Background: an optimization exercise with open tools, aiming at small area and a short achievable clock period. Do not read the settings as production practice. The RTL was checked by simulation tests, not by an equivalence proof against the original design. Power figures rest on the tool's default switching activity, not on a simulated workload.

==> flow/config.mk <==
export PLATFORM = sky130hd
export DESIGN_NAME = clb_tile
export DESIGN_NICKNAME = clb_tile
export VERILOG_FILES = /design/flow/design.v
export SDC_FILE = /design/flow/constraint.sdc
export NUM_CORES = 4
export LEC_CHECK = 0
export CAP_MARGIN = 20
export CORE_MARGIN = 2
export CORE_UTILIZATION = 40
export CTS_CLUSTER_DIAMETER = 80
export CTS_CLUSTER_SIZE = 20
export SETUP_SLACK_MARGIN = 3.0
export SLEW_MARGIN = 20
==> flow/constraint.sdc <==
create_clock -name core_clock -period 10.0 [get_ports {clk}]
set_input_delay 2.0000 -clock core_clock [delete_from_list [all_inputs] [get_ports {clk}]]
set_output_delay 2.0000 -clock core_clock [all_outputs]
set_load 0.01 [all_outputs]
==> flow/design.v <==
module xmux (
	input [35:0]in,
	input [5:0]sel,
	output out
);
wire [63:0] ext = {27'h7ffffff, in, 1'b0};
assign out = ext[sel];
endmodule
module fle (
	input clk,
	input [7:0]x,
	input [66:0]c,
	input rst,
	output [1:0]out,
	output reg [1:0]q
);
wire in4 = c[64] ? x[4] : x[2];
wire in5 = c[64] ? x[5] : x[3];
wire [3:0] ia = x[3:0];
wire [3:0] ib = {in5, in4, x[1:0]};
wire l0 = c[ia];
wire l1 = c[16 + ia];
wire l2 = c[32 + ib];
wire l3 = c[48 + ib];
wire l5a = x[6] ? l1 : l0;
wire l5b = x[6] ? l3 : l2;
wire y7 = x[7] & ~c[64];
wire lut0 = rst | (y7 ? l5b : l5a);
wire lut1 = rst | (x[7] ? l3 : l2);
always @ (posedge clk) begin
	q <= {lut1, lut0};
end
assign out[0] = rst | (c[65] ? q[0] : lut0);
assign out[1] = rst | (c[66] ? q[1] : lut1);
endmodule
module clb (
	input [12:0]I1,
	input [12:0]I2,
	input [12:0]I3,
	input [12:0]I4,
	input clk,
	output [19:0]O,
	input [1149:0]cfg,
	input config_reset
);
wire [7:0]x0;
wire [1:0]q0;
wire [1:0]o0;
wire [7:0]x1;
wire [1:0]q1;
wire [1:0]o1;
wire [7:0]x2;
wire [1:0]q2;
wire [1:0]o2;
wire [7:0]x3;
wire [1:0]q3;
wire [1:0]o3;
wire [7:0]x4;
wire [1:0]q4;
wire [1:0]o4;
wire [7:0]x5;
wire [1:0]q5;
wire [1:0]o5;
wire [7:0]x6;
wire [1:0]q6;
wire [1:0]o6;
wire [7:0]x7;
wire [1:0]q7;
wire [1:0]o7;
wire [7:0]x8;
wire [1:0]q8;
wire [1:0]o8;
wire [7:0]x9;
wire [1:0]q9;
wire [1:0]o9;
xmux xm_0_0 ( .in({I4[0], I4[1], I4[2], I4[3], I4[4], I4[5], I4[6], I4[7], I4[8], I4[9], I4[10], I4[11], I4[12], I3[0], I3[1], I3[2], I3[3], I3[4], I3[5], I3[6], I3[7], I3[8], I3[9], I3[10], I3[11], I3[12], q0[0], q0[1], q1[0], q1[1], q2[0], q2[1], q3[0], q3[1], q8[0], q8[1]}), .sel(cfg[5:0]), .out(x0[0]) );
xmux xm_0_1 ( .in({I3[0], I3[1], I3[2], I3[3], I3[4], I3[5], I3[6], I3[7], I3[8], I3[9], I3[10], I3[11], I3[12], I2[0], I2[1], I2[2], I2[3], I2[4], I2[5], I2[6], I2[7], I2[8], I2[9], I2[10], I2[11], I2[12], q2[0], q2[1], q3[0], q3[1], q4[0], q4[1], q5[0], q5[1], q9[0], q9[1]}), .sel(cfg[11:6]), .out(x0[1]) );
xmux xm_0_2 ( .in({I2[0], I2[1], I2[2], I2[3], I2[4], I2[5], I2[6], I2[7], I2[8], I2[9], I2[10], I2[11], I2[12], I1[0], I1[1], I1[2], I1[3], I1[4], I1[5], I1[6], I1[7], I1[8], I1[9], I1[10], I1[11], I1[12], q4[0], q4[1], q5[0], q5[1], q6[0], q6[1], q7[0], q7[1], q8[0], q8[1]}), .sel(cfg[17:12]), .out(x0[2]) );
xmux xm_0_3 ( .in({I4[0], I4[1], I4[2], I4[3], I4[4], I4[5], I4[6], I4[7], I4[8], I4[9], I4[10], I4[11], I4[12], I2[0], I2[1], I2[2], I2[3], I2[4], I2[5], I2[6], I2[7], I2[8], I2[9], I2[10], I2[11], I2[12], q0[0], q0[1], q1[0], q1[1], q4[0], q4[1], q5[0], q5[1], q9[0], q9[1]}), .sel(cfg[23:18]), .out(x0[3]) );
xmux xm_0_4 ( .in({I3[0], I3[1], I3[2], I3[3], I3[4], I3[5], I3[6], I3[7], I3[8], I3[9], I3[10], I3[11], I3[12], I1[0], I1[1], I1[2], I1[3], I1[4], I1[5], I1[6], I1[7], I1[8], I1[9], I1[10], I1[11], I1[12], q2[0], q2[1], q3[0], q3[1], q6[0], q6[1], q7[0], q7[1], q8[0], q8[1]}), .sel(cfg[29:24]), .out(x0[4]) );
xmux xm_0_5 ( .in({I4[0], I4[1], I4[2], I4[3], I4[4], I4[5], I4[6], I4[7], I4[8], I4[9], I4[10], I4[11], I4[12], I1[0], I1[1], I1[2], I1[3], I1[4], I1[5], I1[6], I1[7], I1[8], I1[9], I1[10], I1[11], I1[12], q0[0], q0[1], q1[0], q1[1], q6[0], q6[1], q7[0], q7[1], q9[0], q9[1]}), .sel(cfg[35:30]), .out(x0[5]) );
xmux xm_0_6 ( .in({I4[0], I4[1], I4[2], I4[3], I4[4], I4[5], I4[6], I4[7], I4[8], I4[9], I4[10], I4[11], I4[12], I3[0], I3[1], I3[2], I3[3], I3[4], I3[5], I3[6], I3[7], I3[8], I3[9], I3[10], I3[11], I3[12], q0[0], q0[1], q1[0], q1[1], q2[0], q2[1], q3[0], q3[1], q8[0], q8[1]}), .sel(cfg[41:36]), .out(x0[6]) );
xmux xm_0_7 ( .in({I3[0], I3[1], I3[2], I3[3], I3[4], I3[5], I3[6], I3[7], I3[8], I3[9], I3[10], I3[11], I3[12], I2[0], I2[1], I2[2], I2[3], I2[4], I2[5], I2[6], I2[7], I2[8], I2[9], I2[10], I2[11], I2[12], q2[0], q2[1], q3[0], q3[1], q4[0], q4[1], q5[0], q5[1], q9[0], q9[1]}), .sel(cfg[47:42]), .out(x0[7]) );
fle fle_0 ( .clk(clk), .x(x0), .c(cfg[114:48]), .rst(config_reset), .out(o0), .q(q0) );
xmux xm_1_0 ( .in({I4[0], I4[1], I4[2], I4[3], I4[4], I4[5], I4[6], I4[7], I4[8], I4[9], I4[10], I4[11], I4[12], I3[0], I3[1], I3[2], I3[3], I3[4], I3[5], I3[6], I3[7], I3[8], I3[9], I3[10], I3[11], I3[12], q0[0], q0[1], q1[0], q1[1], q2[0], q2[1], q3[0], q3[1], q8[0], q8[1]}), .sel(cfg[120:115]), .out(x1[0]) );
xmux xm_1_1 ( .in({I3[0], I3[1], I3[2], I3[3], I3[4], I3[5], I3[6], I3[7], I3[8], I3[9], I3[10], I3[11], I3[12], I2[0], I2[1], I2[2], I2[3], I2[4], I2[5], I2[6], I2[7], I2[8], I2[9], I2[10], I2[11], I2[12], q2[0], q2[1], q3[0], q3[1], q4[0], q4[1], q5[0], q5[1], q9[0], q9[1]}), .sel(cfg[126:121]), .out(x1[1]) );
xmux xm_1_2 ( .in({I2[0], I2[1], I2[2], I2[3], I2[4], I2[5], I2[6], I2[7], I2[8], I2[9], I2[10], I2[11], I2[12], I1[0], I1[1], I1[2], I1[3], I1[4], I1[5], I1[6], I1[7], I1[8], I1[9], I1[10], I1[11], I1[12], q4[0], q4[1], q5[0], q5[1], q6[0], q6[1], q7[0], q7[1], q8[0], q8[1]}), .sel(cfg[132:127]), .out(x1[2]) );
xmux xm_1_3 ( .in({I4[0], I4[1], I4[2], I4[3], I4[4], I4[5], I4[6], I4[7], I4[8], I4[9], I4[10], I4[11], I4[12], I2[0], I2[1], I2[2], I2[3], I2[4], I2[5], I2[6], I2[7], I2[8], I2[9], I2[10], I2[11], I2[12], q0[0], q0[1], q1[0], q1[1], q4[0], q4[1], q5[0], q5[1], q9[0], q9[1]}), .sel(cfg[138:133]), .out(x1[3]) );
xmux xm_1_4 ( .in({I3[0], I3[1], I3[2], I3[3], I3[4], I3[5], I3[6], I3[7], I3[8], I3[9], I3[10], I3[11], I3[12], I1[0], I1[1], I1[2], I1[3], I1[4], I1[5], I1[6], I1[7], I1[8], I1[9], I1[10], I1[11], I1[12], q2[0], q2[1], q3[0], q3[1], q6[0], q6[1], q7[0], q7[1], q8[0], q8[1]}), .sel(cfg[144:139]), .out(x1[4]) );
xmux xm_1_5 ( .in({I4[0], I4[1], I4[2], I4[3], I4[4], I4[5], I4[6], I4[7], I4[8], I4[9], I4[10], I4[11], I4[12], I1[0], I1[1], I1[2], I1[3], I1[4], I1[5], I1[6], I1[7], I1[8], I1[9], I1[10], I1[11], I1[12], q0[0], q0[1], q1[0], q1[1], q6[0], q6[1], q7[0], q7[1], q9[0], q9[1]}), .sel(cfg[150:145]), .out(x1[5]) );
xmux xm_1_6 ( .in({I4[0], I4[1], I4[2], I4[3], I4[4], I4[5], I4[6], I4[7], I4[8], I4[9], I4[10], I4[11], I4[12], I3[0], I3[1], I3[2], I3[3], I3[4], I3[5], I3[6], I3[7], I3[8], I3[9], I3[10], I3[11], I3[12], q0[0], q0[1], q1[0], q1[1], q2[0], q2[1], q3[0], q3[1], q8[0], q8[1]}), .sel(cfg[156:151]), .out(x1[6]) );
xmux xm_1_7 ( .in({I3[0], I3[1], I3[2], I3[3], I3[4], I3[5], I3[6], I3[7], I3[8], I3[9], I3[10], I3[11], I3[12], I2[0], I2[1], I2[2], I2[3], I2[4], I2[5], I2[6], I2[7], I2[8], I2[9], I2[10], I2[11], I2[12], q2[0], q2[1], q3[0], q3[1], q4[0], q4[1], q5[0], q5[1], q9[0], q9[1]}), .sel(cfg[162:157]), .out(x1[7]) );
fle fle_1 ( .clk(clk), .x(x1), .c(cfg[229:163]), .rst(config_reset), .out(o1), .q(q1) );
xmux xm_2_0 ( .in({I4[0], I4[1], I4[2], I4[3], I4[4], I4[5], I4[6], I4[7], I4[8], I4[9], I4[10], I4[11], I4[12], I3[0], I3[1], I3[2], I3[3], I3[4], I3[5], I3[6], I3[7], I3[8], I3[9], I3[10], I3[11], I3[12], q0[0], q0[1], q1[0], q1[1], q2[0], q2[1], q3[0], q3[1], q8[0], q8[1]}), .sel(cfg[235:230]), .out(x2[0]) );
xmux xm_2_1 ( .in({I3[0], I3[1], I3[2], I3[3], I3[4], I3[5], I3[6], I3[7], I3[8], I3[9], I3[10], I3[11], I3[12], I2[0], I2[1], I2[2], I2[3], I2[4], I2[5], I2[6], I2[7], I2[8], I2[9], I2[10], I2[11], I2[12], q2[0], q2[1], q3[0], q3[1], q4[0], q4[1], q5[0], q5[1], q9[0], q9[1]}), .sel(cfg[241:236]), .out(x2[1]) );
xmux xm_2_2 ( .in({I2[0], I2[1], I2[2], I2[3], I2[4], I2[5], I2[6], I2[7], I2[8], I2[9], I2[10], I2[11], I2[12], I1[0], I1[1], I1[2], I1[3], I1[4], I1[5], I1[6], I1[7], I1[8], I1[9], I1[10], I1[11], I1[12], q4[0], q4[1], q5[0], q5[1], q6[0], q6[1], q7[0], q7[1], q8[0], q8[1]}), .sel(cfg[247:242]), .out(x2[2]) );
xmux xm_2_3 ( .in({I4[0], I4[1], I4[2], I4[3], I4[4], I4[5], I4[6], I4[7], I4[8], I4[9], I4[10], I4[11], I4[12], I2[0], I2[1], I2[2], I2[3], I2[4], I2[5], I2[6], I2[7], I2[8], I2[9], I2[10], I2[11], I2[12], q0[0], q0[1], q1[0], q1[1], q4[0], q4[1], q5[0], q5[1], q9[0], q9[1]}), .sel(cfg[253:248]), .out(x2[3]) );
xmux xm_2_4 ( .in({I3[0], I3[1], I3[2], I3[3], I3[4], I3[5], I3[6], I3[7], I3[8], I3[9], I3[10], I3[11], I3[12], I1[0], I1[1], I1[2], I1[3], I1[4], I1[5], I1[6], I1[7], I1[8], I1[9], I1[10], I1[11], I1[12], q2[0], q2[1], q3[0], q3[1], q6[0], q6[1], q7[0], q7[1], q8[0], q8[1]}), .sel(cfg[259:254]), .out(x2[4]) );
xmux xm_2_5 ( .in({I4[0], I4[1], I4[2], I4[3], I4[4], I4[5], I4[6], I4[7], I4[8], I4[9], I4[10], I4[11], I4[12], I1[0], I1[1], I1[2], I1[3], I1[4], I1[5], I1[6], I1[7], I1[8], I1[9], I1[10], I1[11], I1[12], q0[0], q0[1], q1[0], q1[1], q6[0], q6[1], q7[0], q7[1], q9[0], q9[1]}), .sel(cfg[265:260]), .out(x2[5]) );
xmux xm_2_6 ( .in({I4[0], I4[1], I4[2], I4[3], I4[4], I4[5], I4[6], I4[7], I4[8], I4[9], I4[10], I4[11], I4[12], I3[0], I3[1], I3[2], I3[3], I3[4], I3[5], I3[6], I3[7], I3[8], I3[9], I3[10], I3[11], I3[12], q0[0], q0[1], q1[0], q1[1], q2[0], q2[1], q3[0], q3[1], q8[0], q8[1]}), .sel(cfg[271:266]), .out(x2[6]) );
xmux xm_2_7 ( .in({I3[0], I3[1], I3[2], I3[3], I3[4], I3[5], I3[6], I3[7], I3[8], I3[9], I3[10], I3[11], I3[12], I2[0], I2[1], I2[2], I2[3], I2[4], I2[5], I2[6], I2[7], I2[8], I2[9], I2[10], I2[11], I2[12], q2[0], q2[1], q3[0], q3[1], q4[0], q4[1], q5[0], q5[1], q9[0], q9[1]}), .sel(cfg[277:272]), .out(x2[7]) );
fle fle_2 ( .clk(clk), .x(x2), .c(cfg[344:278]), .rst(config_reset), .out(o2), .q(q2) );
xmux xm_3_0 ( .in({I4[0], I4[1], I4[2], I4[3], I4[4], I4[5], I4[6], I4[7], I4[8], I4[9], I4[10], I4[11], I4[12], I3[0], I3[1], I3[2], I3[3], I3[4], I3[5], I3[6], I3[7], I3[8], I3[9], I3[10], I3[11], I3[12], q0[0], q0[1], q1[0], q1[1], q2[0], q2[1], q3[0], q3[1], q8[0], q8[1]}), .sel(cfg[350:345]), .out(x3[0]) );
xmux xm_3_1 ( .in({I3[0], I3[1], I3[2], I3[3], I3[4], I3[5], I3[6], I3[7], I3[8], I3[9], I3[10], I3[11], I3[12], I2[0], I2[1], I2[2], I2[3], I2[4], I2[5], I2[6], I2[7], I2[8], I2[9], I2[10], I2[11], I2[12], q2[0], q2[1], q3[0], q3[1], q4[0], q4[1], q5[0], q5[1], q9[0], q9[1]}), .sel(cfg[356:351]), .out(x3[1]) );
xmux xm_3_2 ( .in({I2[0], I2[1], I2[2], I2[3], I2[4], I2[5], I2[6], I2[7], I2[8], I2[9], I2[10], I2[11], I2[12], I1[0], I1[1], I1[2], I1[3], I1[4], I1[5], I1[6], I1[7], I1[8], I1[9], I1[10], I1[11], I1[12], q4[0], q4[1], q5[0], q5[1], q6[0], q6[1], q7[0], q7[1], q8[0], q8[1]}), .sel(cfg[362:357]), .out(x3[2]) );
xmux xm_3_3 ( .in({I4[0], I4[1], I4[2], I4[3], I4[4], I4[5], I4[6], I4[7], I4[8], I4[9], I4[10], I4[11], I4[12], I2[0], I2[1], I2[2], I2[3], I2[4], I2[5], I2[6], I2[7], I2[8], I2[9], I2[10], I2[11], I2[12], q0[0], q0[1], q1[0], q1[1], q4[0], q4[1], q5[0], q5[1], q9[0], q9[1]}), .sel(cfg[368:363]), .out(x3[3]) );
xmux xm_3_4 ( .in({I3[0], I3[1], I3[2], I3[3], I3[4], I3[5], I3[6], I3[7], I3[8], I3[9], I3[10], I3[11], I3[12], I1[0], I1[1], I1[2], I1[3], I1[4], I1[5], I1[6], I1[7], I1[8], I1[9], I1[10], I1[11], I1[12], q2[0], q2[1], q3[0], q3[1], q6[0], q6[1], q7[0], q7[1], q8[0], q8[1]}), .sel(cfg[374:369]), .out(x3[4]) );
xmux xm_3_5 ( .in({I4[0], I4[1], I4[2], I4[3], I4[4], I4[5], I4[6], I4[7], I4[8], I4[9], I4[10], I4[11], I4[12], I1[0], I1[1], I1[2], I1[3], I1[4], I1[5], I1[6], I1[7], I1[8], I1[9], I1[10], I1[11], I1[12], q0[0], q0[1], q1[0], q1[1], q6[0], q6[1], q7[0], q7[1], q9[0], q9[1]}), .sel(cfg[380:375]), .out(x3[5]) );
xmux xm_3_6 ( .in({I4[0], I4[1], I4[2], I4[3], I4[4], I4[5], I4[6], I4[7], I4[8], I4[9], I4[10], I4[11], I4[12], I3[0], I3[1], I3[2], I3[3], I3[4], I3[5], I3[6], I3[7], I3[8], I3[9], I3[10], I3[11], I3[12], q0[0], q0[1], q1[0], q1[1], q2[0], q2[1], q3[0], q3[1], q8[0], q8[1]}), .sel(cfg[386:381]), .out(x3[6]) );
xmux xm_3_7 ( .in({I3[0], I3[1], I3[2], I3[3], I3[4], I3[5], I3[6], I3[7], I3[8], I3[9], I3[10], I3[11], I3[12], I2[0], I2[1], I2[2], I2[3], I2[4], I2[5], I2[6], I2[7], I2[8], I2[9], I2[10], I2[11], I2[12], q2[0], q2[1], q3[0], q3[1], q4[0], q4[1], q5[0], q5[1], q9[0], q9[1]}), .sel(cfg[392:387]), .out(x3[7]) );
fle fle_3 ( .clk(clk), .x(x3), .c(cfg[459:393]), .rst(config_reset), .out(o3), .q(q3) );
xmux xm_4_0 ( .in({I4[0], I4[1], I4[2], I4[3], I4[4], I4[5], I4[6], I4[7], I4[8], I4[9], I4[10], I4[11], I4[12], I3[0], I3[1], I3[2], I3[3], I3[4], I3[5], I3[6], I3[7], I3[8], I3[9], I3[10], I3[11], I3[12], q0[0], q0[1], q1[0], q1[1], q2[0], q2[1], q3[0], q3[1], q8[0], q8[1]}), .sel(cfg[465:460]), .out(x4[0]) );
xmux xm_4_1 ( .in({I3[0], I3[1], I3[2], I3[3], I3[4], I3[5], I3[6], I3[7], I3[8], I3[9], I3[10], I3[11], I3[12], I2[0], I2[1], I2[2], I2[3], I2[4], I2[5], I2[6], I2[7], I2[8], I2[9], I2[10], I2[11], I2[12], q2[0], q2[1], q3[0], q3[1], q4[0], q4[1], q5[0], q5[1], q9[0], q9[1]}), .sel(cfg[471:466]), .out(x4[1]) );
xmux xm_4_2 ( .in({I2[0], I2[1], I2[2], I2[3], I2[4], I2[5], I2[6], I2[7], I2[8], I2[9], I2[10], I2[11], I2[12], I1[0], I1[1], I1[2], I1[3], I1[4], I1[5], I1[6], I1[7], I1[8], I1[9], I1[10], I1[11], I1[12], q4[0], q4[1], q5[0], q5[1], q6[0], q6[1], q7[0], q7[1], q8[0], q8[1]}), .sel(cfg[477:472]), .out(x4[2]) );
xmux xm_4_3 ( .in({I4[0], I4[1], I4[2], I4[3], I4[4], I4[5], I4[6], I4[7], I4[8], I4[9], I4[10], I4[11], I4[12], I2[0], I2[1], I2[2], I2[3], I2[4], I2[5], I2[6], I2[7], I2[8], I2[9], I2[10], I2[11], I2[12], q0[0], q0[1], q1[0], q1[1], q4[0], q4[1], q5[0], q5[1], q9[0], q9[1]}), .sel(cfg[483:478]), .out(x4[3]) );
xmux xm_4_4 ( .in({I3[0], I3[1], I3[2], I3[3], I3[4], I3[5], I3[6], I3[7], I3[8], I3[9], I3[10], I3[11], I3[12], I1[0], I1[1], I1[2], I1[3], I1[4], I1[5], I1[6], I1[7], I1[8], I1[9], I1[10], I1[11], I1[12], q2[0], q2[1], q3[0], q3[1], q6[0], q6[1], q7[0], q7[1], q8[0], q8[1]}), .sel(cfg[489:484]), .out(x4[4]) );
xmux xm_4_5 ( .in({I4[0], I4[1], I4[2], I4[3], I4[4], I4[5], I4[6], I4[7], I4[8], I4[9], I4[10], I4[11], I4[12], I1[0], I1[1], I1[2], I1[3], I1[4], I1[5], I1[6], I1[7], I1[8], I1[9], I1[10], I1[11], I1[12], q0[0], q0[1], q1[0], q1[1], q6[0], q6[1], q7[0], q7[1], q9[0], q9[1]}), .sel(cfg[495:490]), .out(x4[5]) );
xmux xm_4_6 ( .in({I4[0], I4[1], I4[2], I4[3], I4[4], I4[5], I4[6], I4[7], I4[8], I4[9], I4[10], I4[11], I4[12], I3[0], I3[1], I3[2], I3[3], I3[4], I3[5], I3[6], I3[7], I3[8], I3[9], I3[10], I3[11], I3[12], q0[0], q0[1], q1[0], q1[1], q2[0], q2[1], q3[0], q3[1], q8[0], q8[1]}), .sel(cfg[501:496]), .out(x4[6]) );
xmux xm_4_7 ( .in({I3[0], I3[1], I3[2], I3[3], I3[4], I3[5], I3[6], I3[7], I3[8], I3[9], I3[10], I3[11], I3[12], I2[0], I2[1], I2[2], I2[3], I2[4], I2[5], I2[6], I2[7], I2[8], I2[9], I2[10], I2[11], I2[12], q2[0], q2[1], q3[0], q3[1], q4[0], q4[1], q5[0], q5[1], q9[0], q9[1]}), .sel(cfg[507:502]), .out(x4[7]) );
fle fle_4 ( .clk(clk), .x(x4), .c(cfg[574:508]), .rst(config_reset), .out(o4), .q(q4) );
xmux xm_5_0 ( .in({I4[0], I4[1], I4[2], I4[3], I4[4], I4[5], I4[6], I4[7], I4[8], I4[9], I4[10], I4[11], I4[12], I3[0], I3[1], I3[2], I3[3], I3[4], I3[5], I3[6], I3[7], I3[8], I3[9], I3[10], I3[11], I3[12], q0[0], q0[1], q1[0], q1[1], q2[0], q2[1], q3[0], q3[1], q8[0], q8[1]}), .sel(cfg[580:575]), .out(x5[0]) );
xmux xm_5_1 ( .in({I3[0], I3[1], I3[2], I3[3], I3[4], I3[5], I3[6], I3[7], I3[8], I3[9], I3[10], I3[11], I3[12], I2[0], I2[1], I2[2], I2[3], I2[4], I2[5], I2[6], I2[7], I2[8], I2[9], I2[10], I2[11], I2[12], q2[0], q2[1], q3[0], q3[1], q4[0], q4[1], q5[0], q5[1], q9[0], q9[1]}), .sel(cfg[586:581]), .out(x5[1]) );
xmux xm_5_2 ( .in({I2[0], I2[1], I2[2], I2[3], I2[4], I2[5], I2[6], I2[7], I2[8], I2[9], I2[10], I2[11], I2[12], I1[0], I1[1], I1[2], I1[3], I1[4], I1[5], I1[6], I1[7], I1[8], I1[9], I1[10], I1[11], I1[12], q4[0], q4[1], q5[0], q5[1], q6[0], q6[1], q7[0], q7[1], q8[0], q8[1]}), .sel(cfg[592:587]), .out(x5[2]) );
xmux xm_5_3 ( .in({I4[0], I4[1], I4[2], I4[3], I4[4], I4[5], I4[6], I4[7], I4[8], I4[9], I4[10], I4[11], I4[12], I2[0], I2[1], I2[2], I2[3], I2[4], I2[5], I2[6], I2[7], I2[8], I2[9], I2[10], I2[11], I2[12], q0[0], q0[1], q1[0], q1[1], q4[0], q4[1], q5[0], q5[1], q9[0], q9[1]}), .sel(cfg[598:593]), .out(x5[3]) );
xmux xm_5_4 ( .in({I3[0], I3[1], I3[2], I3[3], I3[4], I3[5], I3[6], I3[7], I3[8], I3[9], I3[10], I3[11], I3[12], I1[0], I1[1], I1[2], I1[3], I1[4], I1[5], I1[6], I1[7], I1[8], I1[9], I1[10], I1[11], I1[12], q2[0], q2[1], q3[0], q3[1], q6[0], q6[1], q7[0], q7[1], q8[0], q8[1]}), .sel(cfg[604:599]), .out(x5[4]) );
xmux xm_5_5 ( .in({I4[0], I4[1], I4[2], I4[3], I4[4], I4[5], I4[6], I4[7], I4[8], I4[9], I4[10], I4[11], I4[12], I1[0], I1[1], I1[2], I1[3], I1[4], I1[5], I1[6], I1[7], I1[8], I1[9], I1[10], I1[11], I1[12], q0[0], q0[1], q1[0], q1[1], q6[0], q6[1], q7[0], q7[1], q9[0], q9[1]}), .sel(cfg[610:605]), .out(x5[5]) );
xmux xm_5_6 ( .in({I4[0], I4[1], I4[2], I4[3], I4[4], I4[5], I4[6], I4[7], I4[8], I4[9], I4[10], I4[11], I4[12], I3[0], I3[1], I3[2], I3[3], I3[4], I3[5], I3[6], I3[7], I3[8], I3[9], I3[10], I3[11], I3[12], q0[0], q0[1], q1[0], q1[1], q2[0], q2[1], q3[0], q3[1], q8[0], q8[1]}), .sel(cfg[616:611]), .out(x5[6]) );
xmux xm_5_7 ( .in({I3[0], I3[1], I3[2], I3[3], I3[4], I3[5], I3[6], I3[7], I3[8], I3[9], I3[10], I3[11], I3[12], I2[0], I2[1], I2[2], I2[3], I2[4], I2[5], I2[6], I2[7], I2[8], I2[9], I2[10], I2[11], I2[12], q2[0], q2[1], q3[0], q3[1], q4[0], q4[1], q5[0], q5[1], q9[0], q9[1]}), .sel(cfg[622:617]), .out(x5[7]) );
fle fle_5 ( .clk(clk), .x(x5), .c(cfg[689:623]), .rst(config_reset), .out(o5), .q(q5) );
xmux xm_6_0 ( .in({I4[0], I4[1], I4[2], I4[3], I4[4], I4[5], I4[6], I4[7], I4[8], I4[9], I4[10], I4[11], I4[12], I3[0], I3[1], I3[2], I3[3], I3[4], I3[5], I3[6], I3[7], I3[8], I3[9], I3[10], I3[11], I3[12], q0[0], q0[1], q1[0], q1[1], q2[0], q2[1], q3[0], q3[1], q8[0], q8[1]}), .sel(cfg[695:690]), .out(x6[0]) );
xmux xm_6_1 ( .in({I3[0], I3[1], I3[2], I3[3], I3[4], I3[5], I3[6], I3[7], I3[8], I3[9], I3[10], I3[11], I3[12], I2[0], I2[1], I2[2], I2[3], I2[4], I2[5], I2[6], I2[7], I2[8], I2[9], I2[10], I2[11], I2[12], q2[0], q2[1], q3[0], q3[1], q4[0], q4[1], q5[0], q5[1], q9[0], q9[1]}), .sel(cfg[701:696]), .out(x6[1]) );
xmux xm_6_2 ( .in({I2[0], I2[1], I2[2], I2[3], I2[4], I2[5], I2[6], I2[7], I2[8], I2[9], I2[10], I2[11], I2[12], I1[0], I1[1], I1[2], I1[3], I1[4], I1[5], I1[6], I1[7], I1[8], I1[9], I1[10], I1[11], I1[12], q4[0], q4[1], q5[0], q5[1], q6[0], q6[1], q7[0], q7[1], q8[0], q8[1]}), .sel(cfg[707:702]), .out(x6[2]) );
xmux xm_6_3 ( .in({I4[0], I4[1], I4[2], I4[3], I4[4], I4[5], I4[6], I4[7], I4[8], I4[9], I4[10], I4[11], I4[12], I2[0], I2[1], I2[2], I2[3], I2[4], I2[5], I2[6], I2[7], I2[8], I2[9], I2[10], I2[11], I2[12], q0[0], q0[1], q1[0], q1[1], q4[0], q4[1], q5[0], q5[1], q9[0], q9[1]}), .sel(cfg[713:708]), .out(x6[3]) );
xmux xm_6_4 ( .in({I3[0], I3[1], I3[2], I3[3], I3[4], I3[5], I3[6], I3[7], I3[8], I3[9], I3[10], I3[11], I3[12], I1[0], I1[1], I1[2], I1[3], I1[4], I1[5], I1[6], I1[7], I1[8], I1[9], I1[10], I1[11], I1[12], q2[0], q2[1], q3[0], q3[1], q6[0], q6[1], q7[0], q7[1], q8[0], q8[1]}), .sel(cfg[719:714]), .out(x6[4]) );
xmux xm_6_5 ( .in({I4[0], I4[1], I4[2], I4[3], I4[4], I4[5], I4[6], I4[7], I4[8], I4[9], I4[10], I4[11], I4[12], I1[0], I1[1], I1[2], I1[3], I1[4], I1[5], I1[6], I1[7], I1[8], I1[9], I1[10], I1[11], I1[12], q0[0], q0[1], q1[0], q1[1], q6[0], q6[1], q7[0], q7[1], q9[0], q9[1]}), .sel(cfg[725:720]), .out(x6[5]) );
xmux xm_6_6 ( .in({I4[0], I4[1], I4[2], I4[3], I4[4], I4[5], I4[6], I4[7], I4[8], I4[9], I4[10], I4[11], I4[12], I3[0], I3[1], I3[2], I3[3], I3[4], I3[5], I3[6], I3[7], I3[8], I3[9], I3[10], I3[11], I3[12], q0[0], q0[1], q1[0], q1[1], q2[0], q2[1], q3[0], q3[1], q8[0], q8[1]}), .sel(cfg[731:726]), .out(x6[6]) );
xmux xm_6_7 ( .in({I3[0], I3[1], I3[2], I3[3], I3[4], I3[5], I3[6], I3[7], I3[8], I3[9], I3[10], I3[11], I3[12], I2[0], I2[1], I2[2], I2[3], I2[4], I2[5], I2[6], I2[7], I2[8], I2[9], I2[10], I2[11], I2[12], q2[0], q2[1], q3[0], q3[1], q4[0], q4[1], q5[0], q5[1], q9[0], q9[1]}), .sel(cfg[737:732]), .out(x6[7]) );
fle fle_6 ( .clk(clk), .x(x6), .c(cfg[804:738]), .rst(config_reset), .out(o6), .q(q6) );
xmux xm_7_0 ( .in({I4[0], I4[1], I4[2], I4[3], I4[4], I4[5], I4[6], I4[7], I4[8], I4[9], I4[10], I4[11], I4[12], I3[0], I3[1], I3[2], I3[3], I3[4], I3[5], I3[6], I3[7], I3[8], I3[9], I3[10], I3[11], I3[12], q0[0], q0[1], q1[0], q1[1], q2[0], q2[1], q3[0], q3[1], q8[0], q8[1]}), .sel(cfg[810:805]), .out(x7[0]) );
xmux xm_7_1 ( .in({I3[0], I3[1], I3[2], I3[3], I3[4], I3[5], I3[6], I3[7], I3[8], I3[9], I3[10], I3[11], I3[12], I2[0], I2[1], I2[2], I2[3], I2[4], I2[5], I2[6], I2[7], I2[8], I2[9], I2[10], I2[11], I2[12], q2[0], q2[1], q3[0], q3[1], q4[0], q4[1], q5[0], q5[1], q9[0], q9[1]}), .sel(cfg[816:811]), .out(x7[1]) );
xmux xm_7_2 ( .in({I2[0], I2[1], I2[2], I2[3], I2[4], I2[5], I2[6], I2[7], I2[8], I2[9], I2[10], I2[11], I2[12], I1[0], I1[1], I1[2], I1[3], I1[4], I1[5], I1[6], I1[7], I1[8], I1[9], I1[10], I1[11], I1[12], q4[0], q4[1], q5[0], q5[1], q6[0], q6[1], q7[0], q7[1], q8[0], q8[1]}), .sel(cfg[822:817]), .out(x7[2]) );
xmux xm_7_3 ( .in({I4[0], I4[1], I4[2], I4[3], I4[4], I4[5], I4[6], I4[7], I4[8], I4[9], I4[10], I4[11], I4[12], I2[0], I2[1], I2[2], I2[3], I2[4], I2[5], I2[6], I2[7], I2[8], I2[9], I2[10], I2[11], I2[12], q0[0], q0[1], q1[0], q1[1], q4[0], q4[1], q5[0], q5[1], q9[0], q9[1]}), .sel(cfg[828:823]), .out(x7[3]) );
xmux xm_7_4 ( .in({I3[0], I3[1], I3[2], I3[3], I3[4], I3[5], I3[6], I3[7], I3[8], I3[9], I3[10], I3[11], I3[12], I1[0], I1[1], I1[2], I1[3], I1[4], I1[5], I1[6], I1[7], I1[8], I1[9], I1[10], I1[11], I1[12], q2[0], q2[1], q3[0], q3[1], q6[0], q6[1], q7[0], q7[1], q8[0], q8[1]}), .sel(cfg[834:829]), .out(x7[4]) );
xmux xm_7_5 ( .in({I4[0], I4[1], I4[2], I4[3], I4[4], I4[5], I4[6], I4[7], I4[8], I4[9], I4[10], I4[11], I4[12], I1[0], I1[1], I1[2], I1[3], I1[4], I1[5], I1[6], I1[7], I1[8], I1[9], I1[10], I1[11], I1[12], q0[0], q0[1], q1[0], q1[1], q6[0], q6[1], q7[0], q7[1], q9[0], q9[1]}), .sel(cfg[840:835]), .out(x7[5]) );
xmux xm_7_6 ( .in({I4[0], I4[1], I4[2], I4[3], I4[4], I4[5], I4[6], I4[7], I4[8], I4[9], I4[10], I4[11], I4[12], I3[0], I3[1], I3[2], I3[3], I3[4], I3[5], I3[6], I3[7], I3[8], I3[9], I3[10], I3[11], I3[12], q0[0], q0[1], q1[0], q1[1], q2[0], q2[1], q3[0], q3[1], q8[0], q8[1]}), .sel(cfg[846:841]), .out(x7[6]) );
xmux xm_7_7 ( .in({I3[0], I3[1], I3[2], I3[3], I3[4], I3[5], I3[6], I3[7], I3[8], I3[9], I3[10], I3[11], I3[12], I2[0], I2[1], I2[2], I2[3], I2[4], I2[5], I2[6], I2[7], I2[8], I2[9], I2[10], I2[11], I2[12], q2[0], q2[1], q3[0], q3[1], q4[0], q4[1], q5[0], q5[1], q9[0], q9[1]}), .sel(cfg[852:847]), .out(x7[7]) );
fle fle_7 ( .clk(clk), .x(x7), .c(cfg[919:853]), .rst(config_reset), .out(o7), .q(q7) );
xmux xm_8_0 ( .in({I4[0], I4[1], I4[2], I4[3], I4[4], I4[5], I4[6], I4[7], I4[8], I4[9], I4[10], I4[11], I4[12], I3[0], I3[1], I3[2], I3[3], I3[4], I3[5], I3[6], I3[7], I3[8], I3[9], I3[10], I3[11], I3[12], q0[0], q0[1], q1[0], q1[1], q2[0], q2[1], q3[0], q3[1], q8[0], q8[1]}), .sel(cfg[925:920]), .out(x8[0]) );
xmux xm_8_1 ( .in({I3[0], I3[1], I3[2], I3[3], I3[4], I3[5], I3[6], I3[7], I3[8], I3[9], I3[10], I3[11], I3[12], I2[0], I2[1], I2[2], I2[3], I2[4], I2[5], I2[6], I2[7], I2[8], I2[9], I2[10], I2[11], I2[12], q2[0], q2[1], q3[0], q3[1], q4[0], q4[1], q5[0], q5[1], q9[0], q9[1]}), .sel(cfg[931:926]), .out(x8[1]) );
xmux xm_8_2 ( .in({I2[0], I2[1], I2[2], I2[3], I2[4], I2[5], I2[6], I2[7], I2[8], I2[9], I2[10], I2[11], I2[12], I1[0], I1[1], I1[2], I1[3], I1[4], I1[5], I1[6], I1[7], I1[8], I1[9], I1[10], I1[11], I1[12], q4[0], q4[1], q5[0], q5[1], q6[0], q6[1], q7[0], q7[1], q8[0], q8[1]}), .sel(cfg[937:932]), .out(x8[2]) );
xmux xm_8_3 ( .in({I4[0], I4[1], I4[2], I4[3], I4[4], I4[5], I4[6], I4[7], I4[8], I4[9], I4[10], I4[11], I4[12], I2[0], I2[1], I2[2], I2[3], I2[4], I2[5], I2[6], I2[7], I2[8], I2[9], I2[10], I2[11], I2[12], q0[0], q0[1], q1[0], q1[1], q4[0], q4[1], q5[0], q5[1], q9[0], q9[1]}), .sel(cfg[943:938]), .out(x8[3]) );
xmux xm_8_4 ( .in({I3[0], I3[1], I3[2], I3[3], I3[4], I3[5], I3[6], I3[7], I3[8], I3[9], I3[10], I3[11], I3[12], I1[0], I1[1], I1[2], I1[3], I1[4], I1[5], I1[6], I1[7], I1[8], I1[9], I1[10], I1[11], I1[12], q2[0], q2[1], q3[0], q3[1], q6[0], q6[1], q7[0], q7[1], q8[0], q8[1]}), .sel(cfg[949:944]), .out(x8[4]) );
xmux xm_8_5 ( .in({I4[0], I4[1], I4[2], I4[3], I4[4], I4[5], I4[6], I4[7], I4[8], I4[9], I4[10], I4[11], I4[12], I1[0], I1[1], I1[2], I1[3], I1[4], I1[5], I1[6], I1[7], I1[8], I1[9], I1[10], I1[11], I1[12], q0[0], q0[1], q1[0], q1[1], q6[0], q6[1], q7[0], q7[1], q9[0], q9[1]}), .sel(cfg[955:950]), .out(x8[5]) );
xmux xm_8_6 ( .in({I4[0], I4[1], I4[2], I4[3], I4[4], I4[5], I4[6], I4[7], I4[8], I4[9], I4[10], I4[11], I4[12], I3[0], I3[1], I3[2], I3[3], I3[4], I3[5], I3[6], I3[7], I3[8], I3[9], I3[10], I3[11], I3[12], q0[0], q0[1], q1[0], q1[1], q2[0], q2[1], q3[0], q3[1], q8[0], q8[1]}), .sel(cfg[961:956]), .out(x8[6]) );
xmux xm_8_7 ( .in({I3[0], I3[1], I3[2], I3[3], I3[4], I3[5], I3[6], I3[7], I3[8], I3[9], I3[10], I3[11], I3[12], I2[0], I2[1], I2[2], I2[3], I2[4], I2[5], I2[6], I2[7], I2[8], I2[9], I2[10], I2[11], I2[12], q2[0], q2[1], q3[0], q3[1], q4[0], q4[1], q5[0], q5[1], q9[0], q9[1]}), .sel(cfg[967:962]), .out(x8[7]) );
fle fle_8 ( .clk(clk), .x(x8), .c(cfg[1034:968]), .rst(config_reset), .out(o8), .q(q8) );
xmux xm_9_0 ( .in({I4[0], I4[1], I4[2], I4[3], I4[4], I4[5], I4[6], I4[7], I4[8], I4[9], I4[10], I4[11], I4[12], I3[0], I3[1], I3[2], I3[3], I3[4], I3[5], I3[6], I3[7], I3[8], I3[9], I3[10], I3[11], I3[12], q0[0], q0[1], q1[0], q1[1], q2[0], q2[1], q3[0], q3[1], q8[0], q8[1]}), .sel(cfg[1040:1035]), .out(x9[0]) );
xmux xm_9_1 ( .in({I3[0], I3[1], I3[2], I3[3], I3[4], I3[5], I3[6], I3[7], I3[8], I3[9], I3[10], I3[11], I3[12], I2[0], I2[1], I2[2], I2[3], I2[4], I2[5], I2[6], I2[7], I2[8], I2[9], I2[10], I2[11], I2[12], q2[0], q2[1], q3[0], q3[1], q4[0], q4[1], q5[0], q5[1], q9[0], q9[1]}), .sel(cfg[1046:1041]), .out(x9[1]) );
xmux xm_9_2 ( .in({I2[0], I2[1], I2[2], I2[3], I2[4], I2[5], I2[6], I2[7], I2[8], I2[9], I2[10], I2[11], I2[12], I1[0], I1[1], I1[2], I1[3], I1[4], I1[5], I1[6], I1[7], I1[8], I1[9], I1[10], I1[11], I1[12], q4[0], q4[1], q5[0], q5[1], q6[0], q6[1], q7[0], q7[1], q8[0], q8[1]}), .sel(cfg[1052:1047]), .out(x9[2]) );
xmux xm_9_3 ( .in({I4[0], I4[1], I4[2], I4[3], I4[4], I4[5], I4[6], I4[7], I4[8], I4[9], I4[10], I4[11], I4[12], I2[0], I2[1], I2[2], I2[3], I2[4], I2[5], I2[6], I2[7], I2[8], I2[9], I2[10], I2[11], I2[12], q0[0], q0[1], q1[0], q1[1], q4[0], q4[1], q5[0], q5[1], q9[0], q9[1]}), .sel(cfg[1058:1053]), .out(x9[3]) );
xmux xm_9_4 ( .in({I3[0], I3[1], I3[2], I3[3], I3[4], I3[5], I3[6], I3[7], I3[8], I3[9], I3[10], I3[11], I3[12], I1[0], I1[1], I1[2], I1[3], I1[4], I1[5], I1[6], I1[7], I1[8], I1[9], I1[10], I1[11], I1[12], q2[0], q2[1], q3[0], q3[1], q6[0], q6[1], q7[0], q7[1], q8[0], q8[1]}), .sel(cfg[1064:1059]), .out(x9[4]) );
xmux xm_9_5 ( .in({I4[0], I4[1], I4[2], I4[3], I4[4], I4[5], I4[6], I4[7], I4[8], I4[9], I4[10], I4[11], I4[12], I1[0], I1[1], I1[2], I1[3], I1[4], I1[5], I1[6], I1[7], I1[8], I1[9], I1[10], I1[11], I1[12], q0[0], q0[1], q1[0], q1[1], q6[0], q6[1], q7[0], q7[1], q9[0], q9[1]}), .sel(cfg[1070:1065]), .out(x9[5]) );
xmux xm_9_6 ( .in({I4[0], I4[1], I4[2], I4[3], I4[4], I4[5], I4[6], I4[7], I4[8], I4[9], I4[10], I4[11], I4[12], I3[0], I3[1], I3[2], I3[3], I3[4], I3[5], I3[6], I3[7], I3[8], I3[9], I3[10], I3[11], I3[12], q0[0], q0[1], q1[0], q1[1], q2[0], q2[1], q3[0], q3[1], q8[0], q8[1]}), .sel(cfg[1076:1071]), .out(x9[6]) );
xmux xm_9_7 ( .in({I3[0], I3[1], I3[2], I3[3], I3[4], I3[5], I3[6], I3[7], I3[8], I3[9], I3[10], I3[11], I3[12], I2[0], I2[1], I2[2], I2[3], I2[4], I2[5], I2[6], I2[7], I2[8], I2[9], I2[10], I2[11], I2[12], q2[0], q2[1], q3[0], q3[1], q4[0], q4[1], q5[0], q5[1], q9[0], q9[1]}), .sel(cfg[1082:1077]), .out(x9[7]) );
fle fle_9 ( .clk(clk), .x(x9), .c(cfg[1149:1083]), .rst(config_reset), .out(o9), .q(q9) );
assign O[0] = o0[0];
assign O[10] = o0[1];
assign O[1] = o1[0];
assign O[11] = o1[1];
assign O[2] = o2[0];
assign O[12] = o2[1];
assign O[3] = o3[0];
assign O[13] = o3[1];
assign O[4] = o4[0];
assign O[14] = o4[1];
assign O[5] = o5[0];
assign O[15] = o5[1];
assign O[6] = o6[0];
assign O[16] = o6[1];
assign O[7] = o7[0];
assign O[17] = o7[1];
assign O[8] = o8[0];
assign O[18] = o8[1];
assign O[9] = o9[0];
assign O[19] = o9[1];
endmodule
module clb_tile (
	input clk,
	input config_in,
	input config_en,
	input config_reset,
	input [12:0]I1,
	input [12:0]I2,
	input [12:0]I3,
	input [12:0]I4,
	output [19:0]O
);
reg [1149:0]cfg;
always @ (posedge clk) begin
	if (config_en) begin
		cfg <= {cfg[1148:0], config_in};
	end
end
clb clb_0 ( .I1(I1), .I2(I2), .I3(I3), .I4(I4), .clk(clk), .O(O), .cfg(cfg), .config_reset(config_reset) );
endmodule
==> flow/flow/run.sh <==
#!/bin/bash
# Own layout flow: the standard flow, with
#  - one step added between synthesis and floorplan that swaps every
#    combinational cell to the smallest cell of its family (the repair steps
#    later size up what timing needs), and
#  - the port buffers made buf_4 cells instead of the default pick.
# Each tool's output goes to a log file of its own in this folder.
set -euo pipefail
bash standard.sh synth > synth.log 2>&1
DS_DB=orfs/results/${FLOW_PLATFORM}/clb_tile/base/1_synth.odb openroad -no_init -exit flow/downsize.tcl > downsize.log 2>&1
bash standard.sh "BUFFER_PORTS_ARGS=-buffer_cell sky130_fd_sc_hd__buf_4" finish > finish.log 2>&1
==> flow/flow/downsize.tcl <==
# Swap every combinational cell of the synthesized netlist to the smallest
# cell of its family (same function and pins); among equally small ones the
# strongest. Registers, and cells the platform marks don't-use, are kept.
# The later repair steps size up whatever timing, slew or load needs.
set db_file $::env(DS_DB)
read_db $db_file
set db [ord::get_db]
set block [ord::get_db_block]
set best [dict create]
foreach lib [$db getLibs] {
  foreach m [$lib getMasters] {
    set n [$m getName]
    if { ![regexp {^sky130_fd_sc_hd__(.+)_(\d+)$} $n -> fam drive] } { continue }
    if { [regexp {^(df|edf|sdf|sedf|dl|sdl|lpflow|probe|tap|fill|decap|diode|conb|clkdly|dly)} $fam] } { continue }
    set w [$m getWidth]
    if { ![dict exists $best $fam] } {
      dict set best $fam [list $w $drive $m]
    } else {
      lassign [dict get $best $fam] bw bd bm
      if { $w < $bw || ($w == $bw && $drive > $bd) } {
        dict set best $fam [list $w $drive $m]
      }
    }
  }
}
set swapped 0
foreach inst [$block getInsts] {
  set n [[$inst getMaster] getName]
  if { ![regexp {^sky130_fd_sc_hd__(.+)_(\d+)$} $n -> fam drive] } { continue }
  if { ![dict exists $best $fam] } { continue }
  set m [lindex [dict get $best $fam] 2]
  if { [$m getName] ne $n } {
    if { [$inst swapMaster $m] } { incr swapped }
  }
}
puts "downsize: swapped $swapped instances"
write_db $db_file
==> flow/standard.sh <==
#!/bin/bash
# synth_recipe.tcl (not shown) runs the flow's synth.tcl, then flattens the netlist and writes it again
# the make line also repeats each setting of config.mk as NAME=value (left out here)
make -C /OpenROAD-flow-scripts/flow DESIGN_CONFIG=/design/flow/config.mk WORK_HOME=/design/flow/orfs CLKGATE_MAP_FILE= SYNTH_SCRIPT=/design/flow/synth_recipe.tcl "${@:-finish}"
==> run summary <==
# TYPE chip_impl_metric gauge
chip_impl_info{name="netlist.top_cell.by_area",value="sky130_fd_sc_hd__edfxtp_1"} 1
chip_impl_metric{name="die-area",unit="sq um"} 173000
chip_impl_metric{name="slew_violations",unit=""} 0
chip_impl_metric{name="number_of_flip_flops_and_latches_in_the_synthesized_netlist",unit=""} 1170
chip_impl_info{name="cpMostUsedCell",value="sky130_fd_sc_hd__mux4_2"} 1
chip_impl_metric{name="synth.lib_cells_used.distinct",unit=""} 94
chip_impl_metric{name="timing.hold.ws",unit="ns"} 0.425
chip_impl_metric{name="wl_per_cell",unit="um"} 32.8
chip_impl_metric{name="fp.dieW",unit="um"} 416
chip_impl_metric{name="i_o_pins",unit=""} 76
chip_impl_metric{name="fin_ws",unit="ns"} 2.26
chip_impl_info{name="classification_of_the_worst_slack_hold_path",value="flip-flop to flip-flop"} 1
chip_impl_metric{name="grt_pass1_vias",unit=""} 43200
chip_impl_metric{name="fillCellCount",unit=""} 14400
chip_impl_metric{name="worst_path_largest_cell_delay",unit="ns"} 0.54
chip_impl_info{name="crit_path_start_kind",value="primary input"} 1
chip_impl_info{name="yosysMostFrequentCell",value="sky130_fd_sc_hd__edfxtp_1"} 1
chip_impl_metric{name="dpl_worst_slack",unit="ns"} 1.35
chip_impl_metric{name="io_buffers",unit=""} 75
chip_impl_info{name="critical-path-top-delay-family",value="multiplexers"} 1
chip_impl_info{name="setup.worst_path.start",value="I2[9]"} 1
chip_impl_info{name="cell_chain_critical_path",value="buf_8, mux4_2, mux4_2, or3b_4, o311ai_4, buf_12, buf_16, mux2i_1, nand2_1, o211ai_1, a32o_2, nor2_1, or4_4, o21a_1, buf_6"} 1
chip_impl_metric{name="dp_hpwl",unit="um"} 123000
chip_impl_info{name="tritoncts_clock_tree",value="done"} 1
chip_impl_metric{name="timing.max_slew.rel_slack",unit="%"} 23.1
chip_impl_info{name="min_from",value="cfg[411]"} 1
chip_impl_metric{name="max_freq",unit="MHz"} 129
chip_impl_metric{name="finClkSkew",unit="ns"} 0.0499
chip_impl_metric{name="layout-drive-gt1-share",unit="%"} 36.6
chip_impl_metric{name="clk_pin_slew_worst_paths",unit="ns"} 0.08
chip_impl_metric{name="synthesis.instances",unit=""} 4480
chip_impl_metric{name="timing.critical_path.fanout_max",unit=""} 32
chip_impl_metric{name="yosys_warnings",unit=""} 2
chip_impl_metric{name="detailedRoute.firstPassIterationCount",unit=""} 6
chip_impl_metric{name="power.ir.vdd_worst",unit="uV"} 126
chip_impl_metric{name="power.static_leakage",unit="nW"} 26.6
chip_impl_metric{name="synthesis.nets",unit=""} 4536
chip_impl_metric{name="arrival",unit="ns"} 5.74
chip_impl_metric{name="placed_cells",unit=""} 6369
chip_impl_metric{name="clk_lat_worst_skew",unit="ns"} 0.75
chip_impl_metric{name="drc_marker_count_from_the_first_detailed_route_iteration",unit=""} 7212
chip_impl_metric{name="setup_viol_count_final",unit=""} 0
chip_impl_info{name="endpoint_kind",value="output port"} 1
chip_impl_metric{name="globalplace.congestion",unit=""} 0.862
chip_impl_metric{name="cellPowerDensity",unit="nW/um^2"} 165
chip_impl_metric{name="place_area",unit="sq um"} 70600
chip_impl_metric{name="period_minus_slack",unit="ns"} 7.74
chip_impl_metric{name="synth_enable_flop_cells",unit=""} 1150
chip_impl_info{name="result_of_the_run",value="complete, no violations"} 1
chip_impl_metric{name="yosys.area.top_type_share",unit="%"} 50.6
chip_impl_metric{name="required",unit="ns"} 8.00
chip_impl_metric{name="gr-usage-all-layers",unit="%"} 24.6
chip_impl_metric{name="final_report_hold_violation_count",unit=""} 0
chip_impl_info{name="critical_path.reg2reg.startpoint",value="cfg[697]"} 1
chip_impl_metric{name="max_slew.worst_pin.slew",unit="ns"} 1.15
chip_impl_metric{name="setup_total_negative_slack",unit="ns"} 0
chip_impl_metric{name="final_cells",unit=""} 6736
chip_impl_metric{name="post-route-util",unit="%"} 45.9
chip_impl_metric{name="synth_sequential_area_ratio",unit="%"} 51.2
chip_impl_metric{name="post-route-cell-area",unit="sq um"} 77700
chip_impl_info{name="synth_area_leaders",value="sky130_fd_sc_hd__edfxtp_1 (51%), sky130_fd_sc_hd__mux4_2 (23%), sky130_fd_sc_hd__mux2i_1 (7.8%), sky130_fd_sc_hd__clkbuf_1 (2.4%), sky130_fd_sc_hd__mux2_2 (1.9%)"} 1
chip_impl_metric{name="antenna_left",unit=""} 0
chip_impl_metric{name="tritoncts.num_buffers",unit=""} 80
chip_impl_metric{name="start_util",unit="%"} 40.2
chip_impl_info{name="worst-setup-path-type",value="primary input to output port"} 1
chip_impl_metric{name="areaGrowthSynthToFinish",unit="%"} 14.3
chip_impl_metric{name="design.final.nets",unit=""} 4506
chip_impl_info{name="rsz0062_at_grt",value="true"} 1
chip_impl_metric{name="wire_length_of_the_first_global_routing_pass",unit="um"} 314000
chip_impl_metric{name="grt_remaining_overflow",unit=""} 0
chip_impl_metric{name="synthesis.area",unit="sq um"} 68000
chip_impl_metric{name="area_of_the_core",unit="sq um"} 169000
chip_impl_metric{name="grt_start_max_net_pins",unit=""} 188
chip_impl_metric{name="vias",unit=""} 46000
chip_impl_metric{name="postCtsHoldBufs",unit=""} 0
chip_impl_metric{name="yosys-stat-area",unit="sq um"} 68200
chip_impl_metric{name="final.period_utilization",unit="%"} 77.4
chip_impl_metric{name="post-layout-total-power",unit="mW"} 12.8
chip_impl_metric{name="cts_num_sinks",unit=""} 1170
chip_impl_metric{name="clock_tree_buf_depth",unit=""} 3
chip_impl_info{name="worst_path_slowest_cell",value="sky130_fd_sc_hd__or4_4"} 1
chip_impl_metric{name="vias_per_std_cell",unit=""} 6.82
chip_impl_info{name="synth.cells.most_frequent",value="sky130_fd_sc_hd__edfxtp_1 (1,150), sky130_fd_sc_hd__mux4_2 (709), sky130_fd_sc_hd__mux2i_1 (534)"} 1
chip_impl_metric{name="site_rows",unit=""} 151
chip_impl_metric{name="synthArstFlopShare",unit="%"} 0
chip_impl_metric{name="synth_area_per_cell",unit="sq um"} 15.2
chip_impl_metric{name="grt_antenna_before_repair",unit=""} 7
chip_impl_metric{name="cts_max_level",unit=""} 3
chip_impl_metric{name="drc_errors",unit=""} 0
chip_impl_metric{name="die_height",unit="um"} 416
chip_impl_info{name="root_buffer",value="sky130_fd_sc_hd__clkbuf_16"} 1
chip_impl_metric{name="critical_path.n_buffers_inverters",unit=""} 4
chip_impl_info{name="yosys_most_used_dff",value="sky130_fd_sc_hd__edfxtp_1"} 1
chip_impl_metric{name="drv_cap",unit=""} 0
chip_impl_metric{name="routed_wl",unit="um"} 221000
## where the power goes
part / leakage [nW] / total [mW] / internal, mW / switching (mW)
registers: 11.4 / 6.15 / 5.72 / 0.429
clock network: 1.25 / 3.52 / 1.63 / 1.89
logic: 14.0 / 3.18 / 1.56 / 1.63
total: 26.6 / 12.8 / 8.90 / 3.95
## layout make-up
type,count,area (sq um),area share (%)
Clock inverter,36,482,0.620
Multi-Input combinational cell,2706,31800,41.0
Inverter,63,236,0.304
Timing Repair Buffer,429,5260,6.77
Clock buffer,103,2130,2.74
Sequential cell,1170,35000,45.0
Tap cell,2218,2780,3.57
Antenna cell,11,27.5,0.0354
## cells in the final DEF (no fill, tap or decap), drive strengths merged, types with 27 or more instances in the layout
| cell type | count |
|---|---|
| o211ai | 59 |
| inv | 73 |
| buf | 405 |
| nor2 | 161 |
| a21oi | 91 |
| mux2i | 534 |
| mux2 | 121 |
| clkbuf | 115 |
| nor3 | 44 |
| o21ai | 128 |
| mux4 | 719 |
| nor2b | 59 |
| a22oi | 49 |
| nand3 | 75 |
| a211oi | 31 |
| nand2 | 197 |
| edfxtp | 1150 |
| nand3b | 34 |
| or3 | 27 |
## flip-flops by register name (all words and copies together), names as in the netlist
| name | count |
|---|---|
| clb_0.fle_9.q | 2 |
| clb_0.fle_6.q | 2 |
| clb_0.fle_0.q | 2 |
| clb_0.fle_2.q | 2 |
| clb_0.fle_3.q | 2 |
| clb_0.fle_5.q | 2 |
| clb_0.fle_7.q | 2 |
| cfg | 1150 |
| clb_0.fle_4.q | 2 |
| clb_0.fle_1.q | 2 |
| clb_0.fle_8.q | 2 |
## worst paths after layout
check	end	slack, ns	cells past startpoint
max	O[4]	2.26	15
min	cfg[412]	0.43	0
max reg2reg	clb_0.fle_6.q[1]	5.36	22
min reg2reg	cfg[412]	0.43	0
## metal layers
metal / global-route usage, % / vias to the layer above / routed length [um] / share of wire (%)
li1: - / 18300 / - / -
met2: 36.1 / 3251 / 96900 / 44
met3: 6.28 / 741 / 26400 / 12
met4: 12.3 / 8 / 13200 / 6.0
met5: 0.445 / - / 255 / 0.12
met1: 33.8 / 23600 / 83900 / 38
## cells by family after synthesis
group / after synthesis / share of synthesized area [%]
mux: 1374 / 33.6
compound gates: 578 / 5.94
simple gates: 752 / 5.73
flops: 1170 / 51.2
buf+inv: 606 / 3.53
## repair_timing
item | CTS | global route
resized for setup | 351 | 95
endpoints found under the setup margin | 20 | 20
cloned | 24 | 11
pin swaps | 76 | 65
setup buffers | 134 | 48

-- separate check: timing with driven ports --
How much do the figures lean on ideal ports? The routed layout below was timed once more, with nothing changed but the port constraints. Step 1 assumes that a clkbuf_16 drives the clock port and a buf_2 every other input. Step 2 also shifts input and output timing later by t, the mid clock arrival at the registers, as if the neighbouring blocks saw the same clock. Slacks: no drivers / after step 1 / after step 2; pairs: no drivers / after step 1.
t, ns: 0.806
slack for setup (ns): 2.264 / 2.211 / 2.211
latest minus earliest clock arrival (ns): 0.063 / 0.062
worst register clock-pin slew, ns: 0.10 / 0.10
After both steps this run still meets setup and hold. The setup slack of this run moves by -0.053 ns with the drivers and by -0.053 ns with both steps.
